Context: an optimization exercise on an open-source flow, tuned for small area and a short achievable clock period. The choices shown serve that exercise and are no tape-out recipe. No run shown here included a check of the RTL's function; only the layout flow was run. No activity file was given, so power comes from the tool's default toggle rates.

==> design.v <==
module processelement (
  input  wire [7:0]  a,
  input  wire [7:0]  b,
  input  wire        keep,
  input  wire        clr,
  input  wire        rq,
  input  wire        rn,
  input  wire [24:0] s,
  output wire [24:0] ns,
  output wire [15:0] o
);
  wire n1;
  g_nand2 u1 (.a(a[0]), .b(b[0]), .y(n1));
  wire n2;
  g_nand2 u2 (.a(a[0]), .b(b[1]), .y(n2));
  wire n3;
  g_nand2 u3 (.a(a[0]), .b(b[2]), .y(n3));
  wire n4;
  g_nand2 u4 (.a(a[0]), .b(b[3]), .y(n4));
  wire n5;
  g_nand2 u5 (.a(a[0]), .b(b[4]), .y(n5));
  wire n6;
  g_nand2 u6 (.a(a[0]), .b(b[5]), .y(n6));
  wire n7;
  g_nand2 u7 (.a(a[0]), .b(b[6]), .y(n7));
  wire n8;
  g_nand2 u8 (.a(a[0]), .b(b[7]), .y(n8));
  wire n9;
  g_nand2 u9 (.a(a[1]), .b(b[0]), .y(n9));
  wire n10;
  g_nand2 u10 (.a(a[1]), .b(b[1]), .y(n10));
  wire n11;
  g_nand2 u11 (.a(a[1]), .b(b[2]), .y(n11));
  wire n12;
  g_nand2 u12 (.a(a[1]), .b(b[3]), .y(n12));
  wire n13;
  g_nand2 u13 (.a(a[1]), .b(b[4]), .y(n13));
  wire n14;
  g_nand2 u14 (.a(a[1]), .b(b[5]), .y(n14));
  wire n15;
  g_nand2 u15 (.a(a[1]), .b(b[6]), .y(n15));
  wire n16;
  g_nand2 u16 (.a(a[1]), .b(b[7]), .y(n16));
  wire n17;
  g_nand2 u17 (.a(a[2]), .b(b[0]), .y(n17));
  wire n18;
  g_nand2 u18 (.a(a[2]), .b(b[1]), .y(n18));
  wire n19;
  g_nand2 u19 (.a(a[2]), .b(b[2]), .y(n19));
  wire n20;
  g_nand2 u20 (.a(a[2]), .b(b[3]), .y(n20));
  wire n21;
  g_nand2 u21 (.a(a[2]), .b(b[4]), .y(n21));
  wire n22;
  g_nand2 u22 (.a(a[2]), .b(b[5]), .y(n22));
  wire n23;
  g_nand2 u23 (.a(a[2]), .b(b[6]), .y(n23));
  wire n24;
  g_nand2 u24 (.a(a[2]), .b(b[7]), .y(n24));
  wire n25;
  g_nand2 u25 (.a(a[3]), .b(b[0]), .y(n25));
  wire n26;
  g_nand2 u26 (.a(a[3]), .b(b[1]), .y(n26));
  wire n27;
  g_nand2 u27 (.a(a[3]), .b(b[2]), .y(n27));
  wire n28;
  g_nand2 u28 (.a(a[3]), .b(b[3]), .y(n28));
  wire n29;
  g_nand2 u29 (.a(a[3]), .b(b[4]), .y(n29));
  wire n30;
  g_nand2 u30 (.a(a[3]), .b(b[5]), .y(n30));
  wire n31;
  g_nand2 u31 (.a(a[3]), .b(b[6]), .y(n31));
  wire n32;
  g_nand2 u32 (.a(a[3]), .b(b[7]), .y(n32));
  wire n33;
  g_nand2 u33 (.a(a[4]), .b(b[0]), .y(n33));
  wire n34;
  g_nand2 u34 (.a(a[4]), .b(b[1]), .y(n34));
  wire n35;
  g_nand2 u35 (.a(a[4]), .b(b[2]), .y(n35));
  wire n36;
  g_nand2 u36 (.a(a[4]), .b(b[3]), .y(n36));
  wire n37;
  g_nand2 u37 (.a(a[4]), .b(b[4]), .y(n37));
  wire n38;
  g_nand2 u38 (.a(a[4]), .b(b[5]), .y(n38));
  wire n39;
  g_nand2 u39 (.a(a[4]), .b(b[6]), .y(n39));
  wire n40;
  g_nand2 u40 (.a(a[4]), .b(b[7]), .y(n40));
  wire n41;
  g_nand2 u41 (.a(a[5]), .b(b[0]), .y(n41));
  wire n42;
  g_nand2 u42 (.a(a[5]), .b(b[1]), .y(n42));
  wire n43;
  g_nand2 u43 (.a(a[5]), .b(b[2]), .y(n43));
  wire n44;
  g_nand2 u44 (.a(a[5]), .b(b[3]), .y(n44));
  wire n45;
  g_nand2 u45 (.a(a[5]), .b(b[4]), .y(n45));
  wire n46;
  g_nand2 u46 (.a(a[5]), .b(b[5]), .y(n46));
  wire n47;
  g_nand2 u47 (.a(a[5]), .b(b[6]), .y(n47));
  wire n48;
  g_nand2 u48 (.a(a[5]), .b(b[7]), .y(n48));
  wire n49;
  g_nand2 u49 (.a(a[6]), .b(b[0]), .y(n49));
  wire n50;
  g_nand2 u50 (.a(a[6]), .b(b[1]), .y(n50));
  wire n51;
  g_nand2 u51 (.a(a[6]), .b(b[2]), .y(n51));
  wire n52;
  g_nand2 u52 (.a(a[6]), .b(b[3]), .y(n52));
  wire n53;
  g_nand2 u53 (.a(a[6]), .b(b[4]), .y(n53));
  wire n54;
  g_nand2 u54 (.a(a[6]), .b(b[5]), .y(n54));
  wire n55;
  g_nand2 u55 (.a(a[6]), .b(b[6]), .y(n55));
  wire n56;
  g_nand2 u56 (.a(a[6]), .b(b[7]), .y(n56));
  wire n57;
  g_nand2 u57 (.a(a[7]), .b(b[0]), .y(n57));
  wire n58;
  g_nand2 u58 (.a(a[7]), .b(b[1]), .y(n58));
  wire n59;
  g_nand2 u59 (.a(a[7]), .b(b[2]), .y(n59));
  wire n60;
  g_nand2 u60 (.a(a[7]), .b(b[3]), .y(n60));
  wire n61;
  g_nand2 u61 (.a(a[7]), .b(b[4]), .y(n61));
  wire n62;
  g_nand2 u62 (.a(a[7]), .b(b[5]), .y(n62));
  wire n63;
  g_nand2 u63 (.a(a[7]), .b(b[6]), .y(n63));
  wire n64;
  g_nand2 u64 (.a(a[7]), .b(b[7]), .y(n64));
  wire n65;
  g_xnor2 u65 (.a(fa5), .b(n6), .y(n65));
  wire n66;
  g_or2 u66 (.a(fa5), .b(n6), .y(n66));
  wire n67;
  wire n68;
  g_fa u68 (.a(fa6), .b(n7), .c(n14), .s(n67), .co(n68));
  wire n69;
  g_xnor2 u69 (.a(n21), .b(n28), .y(n69));
  wire n70;
  g_or2 u70 (.a(n21), .b(n28), .y(n70));
  wire n71;
  wire n72;
  g_fa u72 (.a(n8), .b(n15), .c(n22), .s(n71), .co(n72));
  wire n73;
  wire n74;
  g_fa u74 (.a(n29), .b(n36), .c(n43), .s(n73), .co(n74));
  wire n75;
  g_xnor2 u75 (.a(n50), .b(n57), .y(n75));
  wire n76;
  g_or2 u76 (.a(n50), .b(n57), .y(n76));
  wire n77;
  wire n78;
  g_fa u78 (.a(n16), .b(n23), .c(n30), .s(n77), .co(n78));
  wire n79;
  wire n80;
  g_fa u80 (.a(n37), .b(n44), .c(n51), .s(n79), .co(n80));
  wire n81;
  g_xnor2 u81 (.a(n58), .b(fa8), .y(n81));
  wire n82;
  g_or2 u82 (.a(n58), .b(fa8), .y(n82));
  wire n83;
  wire n84;
  g_fa u84 (.a(n24), .b(n31), .c(n38), .s(n83), .co(n84));
  wire n85;
  wire n86;
  g_fa u86 (.a(n45), .b(n52), .c(n59), .s(n85), .co(n86));
  wire n87;
  wire n88;
  g_fa u88 (.a(n32), .b(n39), .c(n46), .s(n87), .co(n88));
  wire n89;
  g_xnor2 u89 (.a(fa3), .b(n4), .y(n89));
  wire n90;
  g_or2 u90 (.a(fa3), .b(n4), .y(n90));
  wire n91;
  wire n92;
  g_fa u92 (.a(fa4), .b(n5), .c(n12), .s(n91), .co(n92));
  wire n93;
  g_xnor2 u93 (.a(n19), .b(n26), .y(n93));
  wire n94;
  g_or2 u94 (.a(n19), .b(n26), .y(n94));
  wire n95;
  wire n96;
  g_fa u96 (.a(n13), .b(n20), .c(n27), .s(n95), .co(n96));
  wire n97;
  wire n98;
  g_fa u98 (.a(n34), .b(n41), .c(n65), .s(n97), .co(n98));
  wire n99;
  wire n100;
  g_fa u100 (.a(n35), .b(n42), .c(n49), .s(n99), .co(n100));
  wire n101;
  wire n102;
  g_fa u102 (.a(n66), .b(n69), .c(n67), .s(n101), .co(n102));
  wire n103;
  wire n104;
  g_fa u104 (.a(n70), .b(n75), .c(fa7), .s(n103), .co(n104));
  wire n105;
  wire n106;
  g_fa u106 (.a(n68), .b(n71), .c(n73), .s(n105), .co(n106));
  wire n107;
  wire n108;
  g_fa u108 (.a(n76), .b(n72), .c(n74), .s(n107), .co(n108));
  wire n109;
  wire n110;
  g_fa u110 (.a(n77), .b(n79), .c(n81), .s(n109), .co(n110));
  wire n111;
  wire n112;
  g_fa u112 (.a(fa9), .b(n78), .c(n80), .s(n111), .co(n112));
  wire n113;
  wire n114;
  g_fa u114 (.a(n83), .b(n85), .c(n82), .s(n113), .co(n114));
  wire n115;
  wire n116;
  g_fa u116 (.a(n53), .b(n60), .c(fa10), .s(n115), .co(n116));
  wire n117;
  wire n118;
  g_fa u118 (.a(n84), .b(n86), .c(n87), .s(n117), .co(n118));
  wire n119;
  wire n120;
  g_fa u120 (.a(n40), .b(n47), .c(n54), .s(n119), .co(n120));
  wire n121;
  wire n122;
  g_fa u122 (.a(n61), .b(fa11), .c(n88), .s(n121), .co(n122));
  wire n123;
  wire n124;
  g_fa u124 (.a(n48), .b(n55), .c(n62), .s(n123), .co(n124));
  wire n125;
  g_xnor2 u125 (.a(fa2), .b(n3), .y(n125));
  wire n126;
  g_or2 u126 (.a(fa2), .b(n3), .y(n126));
  wire n127;
  wire n128;
  g_fa u128 (.a(n11), .b(n18), .c(n25), .s(n127), .co(n128));
  wire n129;
  wire n130;
  g_fa u130 (.a(n33), .b(n90), .c(n93), .s(n129), .co(n130));
  wire n131;
  wire n132;
  g_fa u132 (.a(n94), .b(n92), .c(n95), .s(n131), .co(n132));
  wire n133;
  wire n134;
  g_fa u134 (.a(n96), .b(n99), .c(n98), .s(n133), .co(n134));
  wire n135;
  wire n136;
  g_fa u136 (.a(n100), .b(n103), .c(n102), .s(n135), .co(n136));
  wire n137;
  wire n138;
  g_fa u138 (.a(n104), .b(n106), .c(n107), .s(n137), .co(n138));
  wire n139;
  wire n140;
  g_fa u140 (.a(n108), .b(n111), .c(n110), .s(n139), .co(n140));
  wire n141;
  wire n142;
  g_fa u142 (.a(n112), .b(n115), .c(n117), .s(n141), .co(n142));
  wire n143;
  wire n144;
  g_fa u144 (.a(n119), .b(n116), .c(n118), .s(n143), .co(n144));
  wire n145;
  wire n146;
  g_fa u146 (.a(fa12), .b(n120), .c(n123), .s(n145), .co(n146));
  wire n147;
  wire n148;
  g_fa u148 (.a(n56), .b(n63), .c(fa13), .s(n147), .co(n148));
  wire n149;
  g_xnor2 u149 (.a(fa1), .b(n2), .y(n149));
  wire n150;
  g_or2 u150 (.a(fa1), .b(n2), .y(n150));
  wire n151;
  wire n152;
  g_fa u152 (.a(n10), .b(n17), .c(n125), .s(n151), .co(n152));
  wire n153;
  wire n154;
  g_fa u154 (.a(n126), .b(n89), .c(n127), .s(n153), .co(n154));
  wire n155;
  wire n156;
  g_fa u156 (.a(n128), .b(n91), .c(n129), .s(n155), .co(n156));
  wire n157;
  wire n158;
  g_fa u158 (.a(n130), .b(n97), .c(n131), .s(n157), .co(n158));
  wire n159;
  wire n160;
  g_fa u160 (.a(n132), .b(n101), .c(n133), .s(n159), .co(n160));
  wire n161;
  wire n162;
  g_fa u162 (.a(n105), .b(n134), .c(n135), .s(n161), .co(n162));
  wire n163;
  wire n164;
  g_fa u164 (.a(n109), .b(n136), .c(n137), .s(n163), .co(n164));
  wire n165;
  wire n166;
  g_fa u166 (.a(n113), .b(n138), .c(n139), .s(n165), .co(n166));
  wire n167;
  wire n168;
  g_fa u168 (.a(n114), .b(n140), .c(n141), .s(n167), .co(n168));
  wire n169;
  wire n170;
  g_fa u170 (.a(n121), .b(n142), .c(n143), .s(n169), .co(n170));
  wire n171;
  wire n172;
  g_fa u172 (.a(n122), .b(n145), .c(n144), .s(n171), .co(n172));
  wire n173;
  wire n174;
  g_fa u174 (.a(n124), .b(n147), .c(n146), .s(n173), .co(n174));
  wire n175;
  wire n176;
  g_fa u176 (.a(n64), .b(fa14), .c(n148), .s(n175), .co(n176));
  wire n177;
  g_xor2 u177 (.a(fa0), .b(n1), .y(n177));
  wire n178;
  g_nor2 u178 (.a(fa0), .b(n1), .y(n178));
  wire n179;
  g_xor2 u179 (.a(n149), .b(n9), .y(n179));
  wire n180;
  g_nor2 u180 (.a(n149), .b(n9), .y(n180));
  wire n181;
  g_xor2 u181 (.a(n179), .b(n178), .y(n181));
  wire n182;
  g_aoi21 u182 (.a1(n179), .a2(n178), .b1(n180), .y(n182));
  wire n183;
  g_xnor2 u183 (.a(n150), .b(n151), .y(n183));
  wire n184;
  g_or2 u184 (.a(n150), .b(n151), .y(n184));
  wire n185;
  g_xor2 u185 (.a(n183), .b(n182), .y(n185));
  wire n186;
  g_oai21 u186 (.a1(n183), .a2(n182), .b1(n184), .y(n186));
  wire n187;
  g_xor2 u187 (.a(n152), .b(n153), .y(n187));
  wire n188;
  g_nor2 u188 (.a(n152), .b(n153), .y(n188));
  wire n189;
  g_xor2 u189 (.a(n187), .b(n186), .y(n189));
  wire n190;
  g_aoi21 u190 (.a1(n187), .a2(n186), .b1(n188), .y(n190));
  wire n191;
  g_xnor2 u191 (.a(n154), .b(n155), .y(n191));
  wire n192;
  g_or2 u192 (.a(n154), .b(n155), .y(n192));
  wire n193;
  g_xor2 u193 (.a(n191), .b(n190), .y(n193));
  wire n194;
  g_oai21 u194 (.a1(n191), .a2(n190), .b1(n192), .y(n194));
  wire n195;
  g_xor2 u195 (.a(n156), .b(n157), .y(n195));
  wire n196;
  g_nor2 u196 (.a(n156), .b(n157), .y(n196));
  wire n197;
  g_xor2 u197 (.a(n195), .b(n194), .y(n197));
  wire n198;
  g_aoi21 u198 (.a1(n195), .a2(n194), .b1(n196), .y(n198));
  wire n199;
  g_xnor2 u199 (.a(n158), .b(n159), .y(n199));
  wire n200;
  g_or2 u200 (.a(n158), .b(n159), .y(n200));
  wire n201;
  g_xor2 u201 (.a(n199), .b(n198), .y(n201));
  wire n202;
  g_oai21 u202 (.a1(n199), .a2(n198), .b1(n200), .y(n202));
  wire n203;
  g_xor2 u203 (.a(n176), .b(fa15), .y(n203));
  wire n204;
  g_xor2 u204 (.a(s[8]), .b(s[9]), .y(n204));
  wire n205;
  g_nor2 u205 (.a(s[8]), .b(s[9]), .y(n205));
  wire n206;
  g_xor2 u206 (.a(s[10]), .b(s[11]), .y(n206));
  wire n207;
  g_nor2 u207 (.a(s[10]), .b(s[11]), .y(n207));
  wire n208;
  g_xor2 u208 (.a(s[12]), .b(s[13]), .y(n208));
  wire n209;
  g_nor2 u209 (.a(s[12]), .b(s[13]), .y(n209));
  wire n210;
  g_xor2 u210 (.a(s[14]), .b(s[15]), .y(n210));
  wire n211;
  g_nor2 u211 (.a(s[14]), .b(s[15]), .y(n211));
  wire n212;
  g_xor2 u212 (.a(s[16]), .b(s[17]), .y(n212));
  wire n213;
  g_nor2 u213 (.a(s[16]), .b(s[17]), .y(n213));
  wire n214;
  g_xor2 u214 (.a(s[18]), .b(s[19]), .y(n214));
  wire n215;
  g_nor2 u215 (.a(s[18]), .b(s[19]), .y(n215));
  wire n216;
  g_xor2 u216 (.a(s[20]), .b(s[21]), .y(n216));
  wire n217;
  g_nor2 u217 (.a(s[20]), .b(s[21]), .y(n217));
  wire n218;
  g_xor2 u218 (.a(s[22]), .b(s[23]), .y(n218));
  wire n219;
  g_nor2 u219 (.a(s[22]), .b(s[23]), .y(n219));
  wire n220;
  g_aoi21 u220 (.a1(n204), .a2(s[7]), .b1(n205), .y(n220));
  wire n221;
  g_aoi21 u221 (.a1(n208), .a2(n207), .b1(n209), .y(n221));
  wire n222;
  g_nand2 u222 (.a(n208), .b(n206), .y(n222));
  wire n223;
  g_aoi21 u223 (.a1(n212), .a2(n211), .b1(n213), .y(n223));
  wire n224;
  g_nand2 u224 (.a(n212), .b(n210), .y(n224));
  wire n225;
  g_aoi21 u225 (.a1(n216), .a2(n215), .b1(n217), .y(n225));
  wire n226;
  g_nand2 u226 (.a(n216), .b(n214), .y(n226));
  wire n227;
  g_nand2 u227 (.a(s[24]), .b(n219), .y(n227));
  wire n228;
  g_nand2 u228 (.a(s[24]), .b(n218), .y(n228));
  wire n229;
  g_inv u229 (.a(n220), .y(n229));
  wire n230;
  g_aoi21 u230 (.a1(n206), .a2(n229), .b1(n207), .y(n230));
  wire n231;
  g_oai21 u231 (.a1(n222), .a2(n220), .b1(n221), .y(n231));
  wire n232;
  g_inv u232 (.a(n223), .y(n232));
  wire n233;
  g_aoi21 u233 (.a1(n214), .a2(n232), .b1(n215), .y(n233));
  wire n234;
  g_inv u234 (.a(n224), .y(n234));
  wire n235;
  g_nand2 u235 (.a(n214), .b(n234), .y(n235));
  wire n236;
  g_oai21 u236 (.a1(n226), .a2(n223), .b1(n225), .y(n236));
  wire n237;
  g_nor2 u237 (.a(n226), .b(n224), .y(n237));
  wire n238;
  g_aoi21 u238 (.a1(n210), .a2(n231), .b1(n211), .y(n238));
  wire n239;
  g_inv u239 (.a(n231), .y(n239));
  wire n240;
  g_oai21 u240 (.a1(n224), .a2(n239), .b1(n223), .y(n240));
  wire n241;
  g_oai21 u241 (.a1(n235), .a2(n239), .b1(n233), .y(n241));
  wire n242;
  g_aoi21 u242 (.a1(n237), .a2(n231), .b1(n236), .y(n242));
  wire n243;
  g_inv u243 (.a(n242), .y(n243));
  wire n244;
  g_aoi21 u244 (.a1(n218), .a2(n243), .b1(n219), .y(n244));
  wire n245;
  g_oai21 u245 (.a1(n228), .a2(n242), .b1(n227), .y(n245));
  wire n246;
  g_xor2 u246 (.a(n204), .b(s[7]), .y(n246));
  wire n247;
  g_xnor2 u247 (.a(n206), .b(n220), .y(n247));
  wire n248;
  g_xnor2 u248 (.a(n208), .b(n230), .y(n248));
  wire n249;
  g_xor2 u249 (.a(n210), .b(n231), .y(n249));
  wire n250;
  g_xnor2 u250 (.a(n212), .b(n238), .y(n250));
  wire n251;
  g_xor2 u251 (.a(n214), .b(n240), .y(n251));
  wire n252;
  g_xor2 u252 (.a(n216), .b(n241), .y(n252));
  wire n253;
  g_xnor2 u253 (.a(n218), .b(n242), .y(n253));
  wire n254;
  g_xnor2 u254 (.a(s[24]), .b(n244), .y(n254));
  wire fa0;
  g_and2 u255 (.a(s[0]), .b(rn), .y(o[0]));
  g_nand2 u256 (.a(s[0]), .b(keep), .y(fa0));
  wire fa1;
  g_and2 u257 (.a(s[1]), .b(rn), .y(o[1]));
  g_nand2 u258 (.a(s[1]), .b(keep), .y(fa1));
  wire fa2;
  g_and2 u259 (.a(s[2]), .b(rn), .y(o[2]));
  g_nand2 u260 (.a(s[2]), .b(keep), .y(fa2));
  wire fa3;
  g_and2 u261 (.a(s[3]), .b(rn), .y(o[3]));
  g_nand2 u262 (.a(s[3]), .b(keep), .y(fa3));
  wire fa4;
  g_and2 u263 (.a(s[4]), .b(rn), .y(o[4]));
  g_nand2 u264 (.a(s[4]), .b(keep), .y(fa4));
  wire fa5;
  g_and2 u265 (.a(s[5]), .b(rn), .y(o[5]));
  g_nand2 u266 (.a(s[5]), .b(keep), .y(fa5));
  wire fa6;
  g_and2 u267 (.a(s[6]), .b(rn), .y(o[6]));
  g_nand2 u268 (.a(s[6]), .b(keep), .y(fa6));
  wire fa7;
  g_and2 u269 (.a(n246), .b(rn), .y(o[7]));
  g_nand2 u270 (.a(n246), .b(keep), .y(fa7));
  wire fa8;
  g_and2 u271 (.a(n247), .b(rn), .y(o[8]));
  g_nand2 u272 (.a(n247), .b(keep), .y(fa8));
  wire fa9;
  g_and2 u273 (.a(n248), .b(rn), .y(o[9]));
  g_nand2 u274 (.a(n248), .b(keep), .y(fa9));
  wire fa10;
  g_and2 u275 (.a(n249), .b(rn), .y(o[10]));
  g_nand2 u276 (.a(n249), .b(keep), .y(fa10));
  wire fa11;
  g_and2 u277 (.a(n250), .b(rn), .y(o[11]));
  g_nand2 u278 (.a(n250), .b(keep), .y(fa11));
  wire fa12;
  g_and2 u279 (.a(n251), .b(rn), .y(o[12]));
  g_nand2 u280 (.a(n251), .b(keep), .y(fa12));
  wire fa13;
  g_and2 u281 (.a(n252), .b(rn), .y(o[13]));
  g_nand2 u282 (.a(n252), .b(keep), .y(fa13));
  wire fa14;
  g_and2 u283 (.a(n253), .b(rn), .y(o[14]));
  g_nand2 u284 (.a(n253), .b(keep), .y(fa14));
  wire fa15;
  g_and2 u285 (.a(n254), .b(rn), .y(o[15]));
  g_nand2 u286 (.a(n254), .b(keep), .y(fa15));
  assign ns[0] = n177;
  assign ns[1] = n181;
  assign ns[2] = n185;
  assign ns[3] = n189;
  assign ns[4] = n193;
  assign ns[5] = n197;
  assign ns[6] = n201;
  assign ns[7] = n202;
  assign ns[8] = n160;
  assign ns[9] = n161;
  assign ns[10] = n162;
  assign ns[11] = n163;
  assign ns[12] = n164;
  assign ns[13] = n165;
  assign ns[14] = n166;
  assign ns[15] = n167;
  assign ns[16] = n168;
  assign ns[17] = n169;
  assign ns[18] = n170;
  assign ns[19] = n171;
  assign ns[20] = n172;
  assign ns[21] = n173;
  assign ns[22] = n174;
  assign ns[23] = n175;
  assign ns[24] = n203;
endmodule
module g_and2 (input wire a, b, output wire y);
  assign y = a & b;
endmodule
module g_aoi21 (input wire a1, a2, b1, output wire y);
  assign y = ~((a1 & a2) | b1);
endmodule
module g_fa (input wire a, b, c, output wire s, co);
  assign s = a ^ b ^ c;
  assign co = (a & b) | (a & c) | (b & c);
endmodule
module g_inv (input wire a, output wire y);
  assign y = ~a;
endmodule
module g_nand2 (input wire a, b, output wire y);
  assign y = ~(a & b);
endmodule
module g_nor2 (input wire a, b, output wire y);
  assign y = ~(a | b);
endmodule
module g_oai21 (input wire a1, a2, b1, output wire y);
  assign y = ~((a1 | a2) & b1);
endmodule
module g_or2 (input wire a, b, output wire y);
  assign y = a | b;
endmodule
module g_xnor2 (input wire a, b, output wire y);
  assign y = ~(a ^ b);
endmodule
module g_xor2 (input wire a, b, output wire y);
  assign y = a ^ b;
endmodule
module systolicCU
(
 input  wire clk, reset,
 input  wire [7:0] a1,
 output reg  clr1, clr2, clr4,
 output reg  keep1, keep2, keep4
);
  localparam s0 = 4'd0, s1 = 4'd1, s2 = 4'd2, s3 = 4'd3, s4 = 4'd4, s5 = 4'd5,
             s6 = 4'd6, s7 = 4'd7, s8 = 4'd8, s9 = 4'd9, s10 = 4'd10;
  reg [3:0] state_reg;
  reg [3:0] state_next;
  always @(*) begin
    case (state_reg)
      s0:      state_next = (a1 != 8'd0) ? s1 : s0;
      s10:     state_next = s3;
      default: state_next = (state_reg > s10) ? s0 : state_reg + 4'd1;
    endcase
  end
  always @(posedge clk) begin
    if (reset) state_reg <= s0;
    else       state_reg <= state_next;
    clr1  <= reset | (state_next == s8);
    clr2  <= reset | (state_next == s9);
    clr4  <= reset | (state_next == s10);
    keep1 <= ~(reset | (state_next == s8));
    keep2 <= ~(reset | (state_next == s9));
    keep4 <= ~(reset | (state_next == s10));
  end
endmodule
module systolictop
(
 input  wire clk, reset,
 input  wire [7:0] a1, a2, b1, b2,
 input  wire [2:0] i, j,
 output wire [15:0] c1, c2, c3, c4
);
  reg  [7:0]  a12, b13, a34, b24;
  reg         rst_q;       
  reg         rst_n;       
  reg  [24:0] s1, s2, s3, s4;
  wire [24:0] ns1, ns2, ns3, ns4;
  wire clr1, clr2, clr4, keep1, keep2, keep4;    
  systolicCU ctrl1 (.clk(clk), .reset(reset), .a1(a1), .clr1(clr1), .clr2(clr2), .clr4(clr4),
                    .keep1(keep1), .keep2(keep2), .keep4(keep4));
  always @(posedge clk) begin
    rst_q <= reset;
    rst_n <= ~reset;
    if (reset) begin
      a12 <= 8'd0; b13 <= 8'd0; a34 <= 8'd0; b24 <= 8'd0;
    end else begin
      a12 <= a1; b13 <= b1; a34 <= a2; b24 <= b2;
    end
  end
  processelement pe1 (.a(a1), .b(b1), .keep(keep1), .clr(clr1), .rq(rst_q), .rn(rst_n),
                      .s(s1), .ns(ns1), .o(c1));
  processelement pe2 (.a(a12), .b(b2), .keep(keep2), .clr(clr2), .rq(rst_q), .rn(rst_n),
                      .s(s2), .ns(ns2), .o(c2));
  processelement pe3 (.a(a2), .b(b13), .keep(keep2), .clr(clr2), .rq(rst_q), .rn(rst_n),
                      .s(s3), .ns(ns3), .o(c3));
  processelement pe4 (.a(a34), .b(b24), .keep(keep4), .clr(clr4), .rq(rst_q), .rn(rst_n),
                      .s(s4), .ns(ns4), .o(c4));
  always @(posedge clk) begin
    s1 <= ns1; s2 <= ns2; s3 <= ns3; s4 <= ns4;
  end
endmodule
==> flow/run.sh <==
#!/bin/bash
# Layout flow: the standard flow (standard.sh: ORFS synthesis to the final layout) with
#  - the port buffers made of buf_2 instead of the cell buffer_ports picks by default,
#  - clock tree synthesis without dummy load cells.
# ORFS writes each tool's log under orfs/logs; this script's own output goes to flow_run.log.
set -e
exec > flow_run.log 2>&1
export BUFFER_PORTS_ARGS="-buffer_cell sky130_fd_sc_hd__buf_2"
export CTS_ARGS="-sink_clustering_enable -repair_clock_nets -dont_use_dummy_load -buf_list {sky130_fd_sc_hd__clkbuf_4 sky130_fd_sc_hd__clkbuf_8}"
bash standard.sh
==> standard.sh <==
#!/bin/bash
# synth_recipe.tcl (not shown) runs the flow's synth.tcl, then flattens the netlist and writes it again
# the make line also repeats each setting of config.mk as NAME=value (left out here)
make -C /OpenROAD-flow-scripts/flow DESIGN_CONFIG=/design/flow/config.mk WORK_HOME=/design/flow/orfs CLKGATE_MAP_FILE= SYNTH_SCRIPT=/design/flow/synth_recipe.tcl "${@:-finish}"
==> config.mk <==
export PLATFORM = sky130hd
export DESIGN_NAME = systolictop
export DESIGN_NICKNAME = systolictop
export VERILOG_FILES = /design/flow/design.v
export SDC_FILE = /design/flow/constraint.sdc
export NUM_CORES = 4
export LEC_CHECK = 0
export CAP_MARGIN = 20
export CORE_MARGIN = 2
export CORE_UTILIZATION = 60
export PLACE_DENSITY = 0.7
export SETUP_SLACK_MARGIN = 2.8
export SLEW_MARGIN = 20
export SYNTH_HIERARCHICAL = 1
export SYNTH_MINIMUM_KEEP_SIZE = 0
==> constraint.sdc <==
create_clock -name core_clock -period 6.6 [get_ports {clk}]
set_input_delay 1.3200 -clock core_clock [delete_from_list [all_inputs] [get_ports {clk}]]
set_output_delay 1.3200 -clock core_clock [all_outputs]
set_load 0.01 [all_outputs]
==> results.cfg, run 1 <==
[clocking]
clk_pin_slew_ns = 0.07
numCtsBuffers = 17
clk_path_buf_depth = 2
root_buffer = clkbuf_8
cts.sinks = 140
postCtsHoldBufs = 0
htreeDepth = 4
post_cts_buffers = 0
clock_latency_ns = 0.45
cts_tree = built

[routing]
wl_per_cell_um = 15.6
first_iter_violations = 365
drtAntennaViolNets = 0
wl_mm = 23.9
first_pass_iters = 5
drc = 0
vias_per_cell = 5.24
vias = 8008

[floorplanning]
core_area_mm2 = 0.0196
start_util = 0.613
die-height_um = 146
die-area_mm2 = 0.0212
die_width_um = 146
core.rowCount = 51
ioPinCount = 104

[power_and_ir_drop]
peakVddDrop_mv = 0.288
leakage_nw = 4.29
power_w = 0.00428
power_density_mw_per_mm2 = 346

[placement]
gp_congestion = 0.837
port_buffers = 97
dp_hpwl_mm = 18.5

[logic_synthesis]
syn_avg_cell_area_um2 = 9.60
syn_inst = 1252
syn-num-nets = 1487
syn_area_mm2 = 0.0120
yosys_warnings = 8

[worst_setup_path]
r2r_slack_ns = 3.25
slowest_stage = dfxtp_1
cp_data_arrival_time_ns = 2.31
slowest_delay_ns = 0.35
regToRegStartpoint = ctrl1.keep2
startpoint = s3[12]
reg2reg_depth = 8
crit_top_cell = xor2_1
worstPathCellList = xor2_1 -> nand2_1 -> o21ai_2 -> inv_1 -> o21ai_1 -> xor2_1 -> and2_1 -> buf_2
crit_fanout = 4
r2r-end = s2[6]
crit_required_ns = 5.28
crit_path_end_kind = output port
crit_type = flop to output port
worst_setup_path_start_kind = flop

[sta]
slew_headroom = 0.526
setup_viol = 0
finalHoldViolations = 0
tightest_slew_ns = 0.711
period_share = 0.549
slew_violations = 0
rsz0062_at_grt = yes
period_minus_slack_ns = 3.63
fin_setup_tns_ns = 0
timing.fmax_ghz = 0.276
fin_skew_ns = 0.0187

[global_route]
grt.overflow.total = 0
grt_pass1_vias = 8616
antenna_found_initial = 0
grt_start_max_net_pins = 65
grtUsageTotal = 0.242
grt_pass1_wl_mm = 41.3

[finish]
syn2layout_area_growth_pct = 2.78
nets = 1501
drive_gt1_frac = 0.139
nFillCells = 1668
n_antenna_cell = 0

[flow_run]
drv_cap = 0

[outcome]
status = complete, no violations

[worst_hold_path]
hold_depth = 2
min_from = s3[0]
hold_path.class = flop to flop
min_to = s3[0]
-- cell type report --
cell class | instances | area [µm²] | area share
Clock buffer | 17 | 234 | 0.0189
Inverter | 26 | 97.6 | 0.00790
Multi-Input combinational cell | 983 | 8390 | 0.679
Sequential cell | 140 | 2810 | 0.227
Tap cell | 265 | 332 | 0.0268
Timing Repair Buffer | 98 | 493 | 0.0399
-- timing repair --
action,CTS,global route
gates resized for setup,1,7
cloned,0,0
setup endpoints to repair,1,11
-- power breakdown --
group	total, W	switching (W)	leakage [nW]	internal, W
registers	0.00132	0.000193	1.17	0.00113
clock network	0.000512	0.000286	0.122	0.000227
logic	0.00244	0.00138	3.00	0.00106
-- stage by stage --
| step | setup WS (ns) | cell area [µm²] | std cells | util | hold slack [ns] |
|---|---|---|---|---|---|
| after global routing | 2.78 | 12400 | 1529 | 0.630 | 0.541 |
| after CTS | 2.82 | 12300 | 1529 | 0.628 | 0.508 |
| after global placement | 2.76 | 12100 | 1512 | 0.616 | 0.491 |
| after detailed placement | 2.74 | 12100 | 1512 | 0.616 | 0.496 |
| after floorplan | 3.01 | 12000 | 1252 | - | 0.582 |
| final | 2.97 | 12400 | 1529 | 0.630 | 0.504 |
-- worst max path at each step --
stage | endpoint | depth (start not counted)
6_report | c3[12] | 8
5_1_grt | c2[13] | 8
4_1_cts | c3[12] | 8
3_5_place_dp | s2[6] | 8
3_3_place_gp | s1[6] | 8
2_1_floorplan | s3[6] | 8
-- worst max-delay path: cells and delay by family, from the launching register on --
| family | cells | cell delay, ns |
|---|---|---|
| XOR/XNOR | 2 | 0.54 |
| AO/OA/AOI/OAI | 2 | 0.48 |
| flip-flops | 1 | 0.35 |
| AND/OR/NAND/NOR | 2 | 0.26 |
| buffers and inverters | 2 | 0.22 |
-- per-layer routing --
layer / share of wire / wire length (µm) / track usage / vias up
met5: 0 / 0 / 0 / -
met4: 0.022 / 534 / 0.0843 / 0
met3: 0.048 / 1150 / 0.0357 / 36
met2: 0.50 / 11900 / 0.414 / 214
met1: 0.43 / 10400 / 0.319 / 3964
li1: - / - / - / 3794
-- placed cells by master (no fill, tap or decap), types with 2 or more instances in the layout --
cell type  count
nand2_1      336
fa_1         192
dfxtp_1      139
buf_2         97
xor2_1        89
xnor2_1       64
and2_1        64
nor2_1        56
a21oi_2       50
or2_1         44
nor2b_1       33
inv_1         25
o21ai_1       24
clkbuf_8      17
a21oi_1        3
ha_1           3
xor2_2         3
o21ai_2        3
nand2b_1       2
nor4_1         2
==> inputs of run 2 (changes only) <==
==> flow/run.sh (replaced) <==
#!/bin/bash
# Layout flow: the standard flow (standard.sh: ORFS synthesis to the final layout) with
#  - the port buffers made of buf_2 instead of the cell buffer_ports picks by default,
#  - clock tree synthesis without dummy load cells,
#  - before floorplanning, combinational cells set to drive strength 1 (flow/downsize.tcl);
#    the flow's timing repair sizes up the ones that need it.
# ORFS writes each tool's log under orfs/logs; this script's own output goes to flow_run.log.
set -e
exec > flow_run.log 2>&1
export BUFFER_PORTS_ARGS="-buffer_cell sky130_fd_sc_hd__buf_2"
export CTS_ARGS="-sink_clustering_enable -repair_clock_nets -dont_use_dummy_load -buf_list {sky130_fd_sc_hd__clkbuf_4 sky130_fd_sc_hd__clkbuf_8}"
export PRE_FLOORPLAN_TCL="$(pwd)/flow/downsize.tcl"
bash standard.sh
==> flow/downsize.tcl (new file) <==
# Before floorplanning: set the combinational cells that synthesis mapped at a drive strength
# above 1 back to strength 1. The timing repair steps of the flow size up the ones that need it.
set n 0
foreach inst [[ord::get_db_block] getInsts] {
  set m [[$inst getMaster] getName]
  if {[regexp {^sky130_fd_sc_hd__(a21oi|o21ai|nand2|nor2|xor2|xnor2|and2|or2|nor2b|nand3|inv|a21o|o21a|nand2b|and3|or3|nor3)_([2-9]|1[0-9])$} $m -> base sz]} {
    set target sky130_fd_sc_hd__${base}_1
    if {[get_lib_cells -quiet */$target] ne ""} {
      replace_cell [$inst getName] $target
      incr n
    }
  }
}
puts "downsize.tcl: $n cells set to drive strength 1"
==> run 2 against run 1 <==
Critical path depth rose by 1. Fmax is 0.99% lower. Design area decreased by 1.4%.
==> results.cfg, run 2 <==
[outcome]
status = complete, no violations

[finish]
syn2layout_area_growth_pct = 2.93
final_common_cell = nand2_1
final_cell_mix = nand2_1, fa_1, dfxtp_1
finalCoreUtilization = 0.628
drive_gt1_frac = 0.101
fin_cells = 1531
nets = 1502

[routing]
vias_per_cell = 5.16
first_iter_violations = 387
wl_per_cell_um = 15.2
wl_mm = 23.2
first_pass_iters = 4
drc = 0
vias = 7900
drtAntennaViolNets = 0

[sta]
finalHoldViolations = 0
setup_viol = 0
slew_headroom = 0.520
slew_violations = 0
timing.fmax_ghz = 0.273
period_minus_slack_ns = 3.66
tightest_slew_ns = 0.719
rsz0062_at_grt = yes
holdWs_ns = 0.503
fin_skew_ns = 0.0125
period_share = 0.555
fin_setup_tns_ns = 0

[flow_run]
drv_cap = 0

[floorplanning]
die-area_mm2 = 0.0209
ioPinCount = 104
die-height_um = 144
die_width_um = 144
core.rowCount = 51
core_area_mm2 = 0.0194
start_util = 0.610

[worst_setup_path]
worst_setup_path_start_kind = flop
r2r-end = s2[6]
reg2reg_depth = 8
crit_top_cell = a21oi_1
path_buf_inv = 2
crit_type = flop to output port
startpoint = s4[9]
crit_family = compound AO/OA/AOI/OAI gates
r2r_slack_ns = 3.27
cp_data_arrival_time_ns = 2.34
crit_fanout = 4
worstPathCellList = xor2_1 -> a21oi_1 -> o21ai_2 -> a21oi_1 -> inv_1 -> a21oi_1 -> xnor2_1 -> and2_1 -> buf_2
crit_path_end_kind = output port
crit_required_ns = 5.28
slowest_stage = dfxtp_1
critical_path.endpoint = c4[15]
regToRegStartpoint = ctrl1.keep2
slowest_delay_ns = 0.32
cp_num_cells = 9

[global_route]
grt_pass1_vias = 8326
grt_start_max_net_pins = 65
grt_pass1_wl_mm = 39.3
antenna_found_initial = 1
grtUsageTotal = 0.242
grt.overflow.total = 0

[clocking]
post_cts_buffers = 0
htreeDepth = 4
root_buffer = clkbuf_8
clk_path_buf_depth = 2
cts_tree = built
clk_pin_slew_ns = 0.07
postCtsHoldBufs = 0
cts.sinks = 140
clock_latency_ns = 0.44
numCtsBuffers = 17

[power_and_ir_drop]
peakVddDrop_mv = 0.255
power_density_mw_per_mm2 = 341
leakage_nw = 4.26

[worst_hold_path]
hold_path.class = flop to flop

[logic_synthesis]
syn-num-nets = 1487
yosys_warnings = 8
syn_area_mm2 = 0.0118
syn_avg_cell_area_um2 = 9.45
syn_inst = 1252

[placement]
gp_congestion = 0.861
dp.cells = 1512
port_buffers = 97
dp_hpwl_mm = 17.8
-- run 2: layout make-up --
class	count	area, µm²
diodes	1	2.50
clock buffers	17	234
fillers	1713	7220
inverters	26	97.6
multi-input cells	983	8190
flip-flops and latches	140	2800
well taps	265	332
repair buffers	99	513
-- run 2: power by group --
group,switching [W],internal (W)
sequential,0.000189,0.00113
combinational,0.00130,0.00102
clock,0.000284,0.000227
total,0.00177,0.00238
-- run 2: worst min-delay path by stage --
stage	startpoint	end	slack, ns	cells past startpoint
2_1_floorplan	ctrl1.state_reg[2]	ctrl1.state_reg[2]	0.57	3
3_3_place_gp	s1[0]	s1[0]	0.49	2
3_5_place_dp	s1[0]	s1[0]	0.50	2
4_1_cts	s2[0]	s2[0]	0.51	2
5_1_grt	s1[0]	s1[0]	0.56	2
6_report	s2[0]	s2[0]	0.50	2
-- run 2: routing by layer --
metal	vias to the layer above	wire [µm]	track usage
li1	3781	-	-
met1	3889	10400	0.322
met2	187	11300	0.406
met3	43	955	0.0391
met4	0	580	0.0853
met5	-	0	0
-- run 2: worst reg2reg max path: stages (launching register included) --
cell     delay [ns]
dfxtp_1        0.77
buf_4          0.36
nand2_1        0.11
fa_1           0.45
fa_1           0.48
fa_1           0.54
xor2_1         0.22
a21oi_1        0.13
xor2_1         0.17
-- run 2: what timing repair did --
action	in CTS	in global routing
pin swaps	0	0
gates cloned	0	0
resized for setup	2	7
setup endpoints to repair	2	12
-- run 2: per-stage QoR --
stage | total power, W | worst slack (ns) | instance area (µm²)
floorplan | 0.00366 | 3.02 | 11800
global placement | 0.00356 | 2.78 | 11900
detailed placement | 0.00363 | 2.75 | 11900
CTS | 0.00417 | 2.84 | 12100
global route | 0.00458 | 2.72 | 12200
finish | 0.00415 | 2.94 | 12200
==> inputs of run 3 (changes only) <==
--- a/design.v
+++ b/design.v
@@ -314,7 +314,7 @@
   wire n176;
   g_fa u176 (.a(n64), .b(fa14), .c(n148), .s(n175), .co(n176));
   wire n177;
-  g_xor2 u177 (.a(fa0), .b(n1), .y(n177));
+  g_xnor2 u177 (.a(fa0), .b(n1), .y(n177));
   wire n178;
   g_nor2 u178 (.a(fa0), .b(n1), .y(n178));
   wire n179;
@@ -322,7 +322,7 @@
   wire n180;
   g_nor2 u180 (.a(n149), .b(n9), .y(n180));
   wire n181;
-  g_xor2 u181 (.a(n179), .b(n178), .y(n181));
+  g_xnor2 u181 (.a(n179), .b(n178), .y(n181));
   wire n182;
   g_aoi21 u182 (.a1(n179), .a2(n178), .b1(n180), .y(n182));
   wire n183;
@@ -330,7 +330,7 @@
   wire n184;
   g_or2 u184 (.a(n150), .b(n151), .y(n184));
   wire n185;
-  g_xor2 u185 (.a(n183), .b(n182), .y(n185));
+  g_xnor2 u185 (.a(n183), .b(n182), .y(n185));
   wire n186;
   g_oai21 u186 (.a1(n183), .a2(n182), .b1(n184), .y(n186));
   wire n187;
@@ -338,7 +338,7 @@
   wire n188;
   g_nor2 u188 (.a(n152), .b(n153), .y(n188));
   wire n189;
-  g_xor2 u189 (.a(n187), .b(n186), .y(n189));
+  g_xnor2 u189 (.a(n187), .b(n186), .y(n189));
   wire n190;
   g_aoi21 u190 (.a1(n187), .a2(n186), .b1(n188), .y(n190));
   wire n191;
@@ -346,7 +346,7 @@
   wire n192;
   g_or2 u192 (.a(n154), .b(n155), .y(n192));
   wire n193;
-  g_xor2 u193 (.a(n191), .b(n190), .y(n193));
+  g_xnor2 u193 (.a(n191), .b(n190), .y(n193));
   wire n194;
   g_oai21 u194 (.a1(n191), .a2(n190), .b1(n192), .y(n194));
   wire n195;
@@ -354,7 +354,7 @@
   wire n196;
   g_nor2 u196 (.a(n156), .b(n157), .y(n196));
   wire n197;
-  g_xor2 u197 (.a(n195), .b(n194), .y(n197));
+  g_xnor2 u197 (.a(n195), .b(n194), .y(n197));
   wire n198;
   g_aoi21 u198 (.a1(n195), .a2(n194), .b1(n196), .y(n198));
   wire n199;
@@ -362,7 +362,7 @@
   wire n200;
   g_or2 u200 (.a(n158), .b(n159), .y(n200));
   wire n201;
-  g_xor2 u201 (.a(n199), .b(n198), .y(n201));
+  g_xnor2 u201 (.a(n199), .b(n198), .y(n201));
   wire n202;
   g_oai21 u202 (.a1(n199), .a2(n198), .b1(n200), .y(n202));
   wire n203;
@@ -452,71 +452,71 @@
   wire n245;
   g_oai21 u245 (.a1(n228), .a2(n242), .b1(n227), .y(n245));
   wire n246;
-  g_xor2 u246 (.a(n204), .b(s[7]), .y(n246));
+  g_xnor2 u246 (.a(n204), .b(s[7]), .y(n246));
   wire n247;
-  g_xnor2 u247 (.a(n206), .b(n220), .y(n247));
+  g_xor2 u247 (.a(n206), .b(n220), .y(n247));
   wire n248;
-  g_xnor2 u248 (.a(n208), .b(n230), .y(n248));
+  g_xor2 u248 (.a(n208), .b(n230), .y(n248));
   wire n249;
-  g_xor2 u249 (.a(n210), .b(n231), .y(n249));
+  g_xnor2 u249 (.a(n210), .b(n231), .y(n249));
   wire n250;
-  g_xnor2 u250 (.a(n212), .b(n238), .y(n250));
+  g_xor2 u250 (.a(n212), .b(n238), .y(n250));
   wire n251;
-  g_xor2 u251 (.a(n214), .b(n240), .y(n251));
+  g_xnor2 u251 (.a(n214), .b(n240), .y(n251));
   wire n252;
-  g_xor2 u252 (.a(n216), .b(n241), .y(n252));
+  g_xnor2 u252 (.a(n216), .b(n241), .y(n252));
   wire n253;
-  g_xnor2 u253 (.a(n218), .b(n242), .y(n253));
+  g_xor2 u253 (.a(n218), .b(n242), .y(n253));
   wire n254;
-  g_xnor2 u254 (.a(s[24]), .b(n244), .y(n254));
+  g_xor2 u254 (.a(s[24]), .b(n244), .y(n254));
   wire fa0;
-  g_and2 u255 (.a(s[0]), .b(rn), .y(o[0]));
-  g_nand2 u256 (.a(s[0]), .b(keep), .y(fa0));
+  g_nor2 u255 (.a(s[0]), .b(rq), .y(o[0]));
+  g_nand2 u256 (.a(o[0]), .b(keep), .y(fa0));
   wire fa1;
-  g_and2 u257 (.a(s[1]), .b(rn), .y(o[1]));
-  g_nand2 u258 (.a(s[1]), .b(keep), .y(fa1));
+  g_nor2 u257 (.a(s[1]), .b(rq), .y(o[1]));
+  g_nand2 u258 (.a(o[1]), .b(keep), .y(fa1));
   wire fa2;
-  g_and2 u259 (.a(s[2]), .b(rn), .y(o[2]));
-  g_nand2 u260 (.a(s[2]), .b(keep), .y(fa2));
+  g_nor2 u259 (.a(s[2]), .b(rq), .y(o[2]));
+  g_nand2 u260 (.a(o[2]), .b(keep), .y(fa2));
   wire fa3;
-  g_and2 u261 (.a(s[3]), .b(rn), .y(o[3]));
-  g_nand2 u262 (.a(s[3]), .b(keep), .y(fa3));
+  g_nor2 u261 (.a(s[3]), .b(rq), .y(o[3]));
+  g_nand2 u262 (.a(o[3]), .b(keep), .y(fa3));
   wire fa4;
-  g_and2 u263 (.a(s[4]), .b(rn), .y(o[4]));
-  g_nand2 u264 (.a(s[4]), .b(keep), .y(fa4));
+  g_nor2 u263 (.a(s[4]), .b(rq), .y(o[4]));
+  g_nand2 u264 (.a(o[4]), .b(keep), .y(fa4));
   wire fa5;
-  g_and2 u265 (.a(s[5]), .b(rn), .y(o[5]));
-  g_nand2 u266 (.a(s[5]), .b(keep), .y(fa5));
+  g_nor2 u265 (.a(s[5]), .b(rq), .y(o[5]));
+  g_nand2 u266 (.a(o[5]), .b(keep), .y(fa5));
   wire fa6;
-  g_and2 u267 (.a(s[6]), .b(rn), .y(o[6]));
-  g_nand2 u268 (.a(s[6]), .b(keep), .y(fa6));
+  g_nor2 u267 (.a(s[6]), .b(rq), .y(o[6]));
+  g_nand2 u268 (.a(o[6]), .b(keep), .y(fa6));
   wire fa7;
-  g_and2 u269 (.a(n246), .b(rn), .y(o[7]));
-  g_nand2 u270 (.a(n246), .b(keep), .y(fa7));
+  g_nor2 u269 (.a(n246), .b(rq), .y(o[7]));
+  g_nand2 u270 (.a(o[7]), .b(keep), .y(fa7));
   wire fa8;
-  g_and2 u271 (.a(n247), .b(rn), .y(o[8]));
-  g_nand2 u272 (.a(n247), .b(keep), .y(fa8));
+  g_nor2 u271 (.a(n247), .b(rq), .y(o[8]));
+  g_nand2 u272 (.a(o[8]), .b(keep), .y(fa8));
   wire fa9;
-  g_and2 u273 (.a(n248), .b(rn), .y(o[9]));
-  g_nand2 u274 (.a(n248), .b(keep), .y(fa9));
+  g_nor2 u273 (.a(n248), .b(rq), .y(o[9]));
+  g_nand2 u274 (.a(o[9]), .b(keep), .y(fa9));
   wire fa10;
-  g_and2 u275 (.a(n249), .b(rn), .y(o[10]));
-  g_nand2 u276 (.a(n249), .b(keep), .y(fa10));
+  g_nor2 u275 (.a(n249), .b(rq), .y(o[10]));
+  g_nand2 u276 (.a(o[10]), .b(keep), .y(fa10));
   wire fa11;
-  g_and2 u277 (.a(n250), .b(rn), .y(o[11]));
-  g_nand2 u278 (.a(n250), .b(keep), .y(fa11));
+  g_nor2 u277 (.a(n250), .b(rq), .y(o[11]));
+  g_nand2 u278 (.a(o[11]), .b(keep), .y(fa11));
   wire fa12;
-  g_and2 u279 (.a(n251), .b(rn), .y(o[12]));
-  g_nand2 u280 (.a(n251), .b(keep), .y(fa12));
+  g_nor2 u279 (.a(n251), .b(rq), .y(o[12]));
+  g_nand2 u280 (.a(o[12]), .b(keep), .y(fa12));
   wire fa13;
-  g_and2 u281 (.a(n252), .b(rn), .y(o[13]));
-  g_nand2 u282 (.a(n252), .b(keep), .y(fa13));
+  g_nor2 u281 (.a(n252), .b(rq), .y(o[13]));
+  g_nand2 u282 (.a(o[13]), .b(keep), .y(fa13));
   wire fa14;
-  g_and2 u283 (.a(n253), .b(rn), .y(o[14]));
-  g_nand2 u284 (.a(n253), .b(keep), .y(fa14));
+  g_nor2 u283 (.a(n253), .b(rq), .y(o[14]));
+  g_nand2 u284 (.a(o[14]), .b(keep), .y(fa14));
   wire fa15;
-  g_and2 u285 (.a(n254), .b(rn), .y(o[15]));
-  g_nand2 u286 (.a(n254), .b(keep), .y(fa15));
+  g_nor2 u285 (.a(n254), .b(rq), .y(o[15]));
+  g_nand2 u286 (.a(o[15]), .b(keep), .y(fa15));
   assign ns[0] = n177;
   assign ns[1] = n181;
   assign ns[2] = n185;
@@ -543,9 +543,6 @@
   assign ns[23] = n175;
   assign ns[24] = n203;
 endmodule
-module g_and2 (input wire a, b, output wire y);
-  assign y = a & b;
-endmodule
 module g_aoi21 (input wire a1, a2, b1, output wire y);
   assign y = ~((a1 & a2) | b1);
 endmodule
--- a/config.mk
+++ b/config.mk
@@ -9,7 +9,7 @@
 export CORE_MARGIN = 2
 export CORE_UTILIZATION = 60
 export PLACE_DENSITY = 0.7
-export SETUP_SLACK_MARGIN = 2.8
+export SETUP_SLACK_MARGIN = 3.0
 export SLEW_MARGIN = 20
 export SYNTH_HIERARCHICAL = 1
 export SYNTH_MINIMUM_KEEP_SIZE = 0
==> run 3 against run 2 <==
Largest cell class unchanged. Count of clock-buffer cells in the layout is the same. Largest power group unchanged. Fmax increased by 4.5%. Design area fell by 0.57%. Critical endpoint is now c2[15]. Flip-flop and latch count stayed put. Register-to-register slack got worse by 0.04 ns. Combinational power fell by 27%. First-iteration DRC count grew 18%.
==> results.cfg, run 3 <==
[logic_synthesis]
syn-num-nets = 1486
yosys_warnings = 8
syn_area_mm2 = 0.0117
syn_avg_cell_area_um2 = 9.32
syn_inst = 1251

[worst_setup_path]
crit_type = flop to output port
crit_required_ns = 5.28
crit_family = compound AO/OA/AOI/OAI gates
slowest_stage = dfxtp_1
crit_path_end_kind = output port
path_buf_inv = 2
slowest_delay_ns = 0.34
worst_setup_path_start_kind = flop
cp_data_arrival_time_ns = 2.19
worstPathCellList = xor2_2 -> a21oi_2 -> o21ai_4 -> a21oi_2 -> inv_1 -> a21oi_1 -> xor2_1 -> nor2_1 -> buf_2
crit_fanout = 4
crit_top_cell = a21oi_2

[sta]
period_share = 0.531
tightest_slew_ns = 0.758
finalHoldViolations = 0
fin_setup_tns_ns = 0
slew_violations = 0
period_minus_slack_ns = 3.51
setup_viol = 0
layout_setup_ws_ns = 3.09
fin_skew_ns = 0.0208
timing.fmax_ghz = 0.285
slew_headroom = 0.494
rsz0062_at_grt = yes

[floorplanning]
die-height_um = 143
core_area_mm2 = 0.0189
start_util = 0.617
die-area_mm2 = 0.0206
die_width_um = 143
core.rowCount = 50
ioPinCount = 104

[global_route]
antenna_found_initial = 0
grt_pass1_vias = 8326
grt_start_max_net_pins = 41
grt_pass1_wl_mm = 39.7
grtUsageTotal = 0.247
grt.overflow.total = 0

[clocking]
clock_latency_ns = 0.44
clk_pin_slew_ns = 0.07
htreeDepth = 4
root_buffer = clkbuf_8
cts_tree = built
cts.sinks = 140
postCtsHoldBufs = 0
clk_path_buf_depth = 2
numCtsBuffers = 17

[routing]
drtAntennaViolNets = 0
first_iter_violations = 458
wl_mm = 23.6
vias_per_cell = 5.23
drc = 0
wl_per_cell_um = 15.5
first_pass_iters = 5
vias = 7984

[finish]
multi_input_area_mm2 = 0.00812
final_area_mm2 = 0.0121
drive_gt1_frac = 0.114
syn2layout_area_growth_pct = 3.78
final_cell_mix = nand2_1, fa_1, dfxtp_1
n_antenna_cell = 0
finalCoreUtilization = 0.641
final_common_cell = nand2_1
ff_latch_area_mm2 = 0.00281
nFillCells = 1629
nets = 1504

[placement]
dp_slack_ns = 2.78
gp_congestion = 0.836
dp_hpwl_mm = 18.0
place_area_mm2 = 0.0117
port_buffers = 97

[power_and_ir_drop]
leakage_nw = 3.98
peakVddDrop_mv = 0.234
power_density_mw_per_mm2 = 282

[flow_run]
drv_cap = 0

[worst_hold_path]
hold_path.class = flop to flop

[outcome]
status = complete, no violations
[run 3: worst min-delay path: cells and delay by family (launching register included)]
kind,cells,cell delay [ns]
xor gates and xnor gates,1,0.06
DFF,1,0.30
and+or+nand+nor,2,0.13
[run 3: area by class of cell]
type,count,share of cell area
Multi-Input combinational cell,983,0.671
Tap cell,260,0.0269
Timing Repair Buffer,102,0.0432
Inverter,25,0.00775
Sequential cell,140,0.232
Clock buffer,17,0.0193
[run 3: per-stage QoR]
stage / total power [W] / hold slack (ns) / std cells
after floorplan: 0.00278 / 0.570 / 1251
final: 0.00342 / 0.545 / 1527
after detailed placement: 0.00285 / 0.535 / 1507
after CTS: 0.00339 / 0.547 / 1524
after global placement: 0.00280 / 0.528 / 1507
after global routing: 0.00373 / 0.595 / 1527
[run 3: routing by layer]
metal,global-route usage,up-vias,part of all wire
li1,-,3793,-
met5,0,-,0
met2,0.414,214,0.49
met4,0.0635,0,0.012
met1,0.334,3953,0.45
met3,0.0450,24,0.046
[run 3: report_power, final]
| part | leakage, nW | switching (W) | internal [W] |
|---|---|---|---|
| clock | 0.122 | 0.000287 | 0.000227 |
| sequential | 1.17 | 0.000150 | 0.00107 |
| combinational | 2.69 | 0.000966 | 0.000724 |
[run 3: final timing paths]
kind,startpoint,to,slack (ns),cells after the start
min reg2reg,s2[0],s2[0],0.55,3
max reg2reg,ctrl1.keep2,s3[7],3.23,8
max,s2[9],c2[15],3.09,9
min,s2[0],s2[0],0.55,3
[run 3: timing repair]
| item | in CTS | in global routing |
|---|---|---|
| resized for setup | 9 | 18 |
| endpoints found under the setup margin | 5 | 26 |
| pin swaps | 0 | 7 |
| buffers inserted | 0 | 3 |

what the ideal ports hide:
Ports are ideal in the flow. The routed layouts listed here were re-timed in OpenROAD. Step 1: set_driving_cell puts a clkbuf_16 on clk and a buf_2 on each other input, an assumption about the parent block. Step 2 times the ports against the registers' clock, not the clock port: input delays grow and output delays shrink by t, the midpoint of the rising clock arrivals with the driver on. Three values: ideal, step 1, step 2; two values: the first two.
run | t (ns) | setup WS [ns] | worst hold slack (ns) | worst register clock-pin slew, ns | pins driven straight from the clock port
run 1 | 0.485 | 2.974 / 2.930 / 2.704 | 0.504 / 0.504 / 0.504 | 0.08 / 0.08 | 1
run 2 | 0.480 | 2.937 / 2.895 / 2.715 | 0.503 / 0.503 / 0.503 | 0.08 / 0.08 | 1
run 3 | 0.469 | 3.094 / 3.056 / 2.775 | 0.545 / 0.545 / 0.545 | 0.08 / 0.08 | 1
After both steps setup and hold are still met in every run listed. For run 3, which loses most, drivers alone change the setup slack by -0.038 ns; drivers and shift together by -0.319 ns.
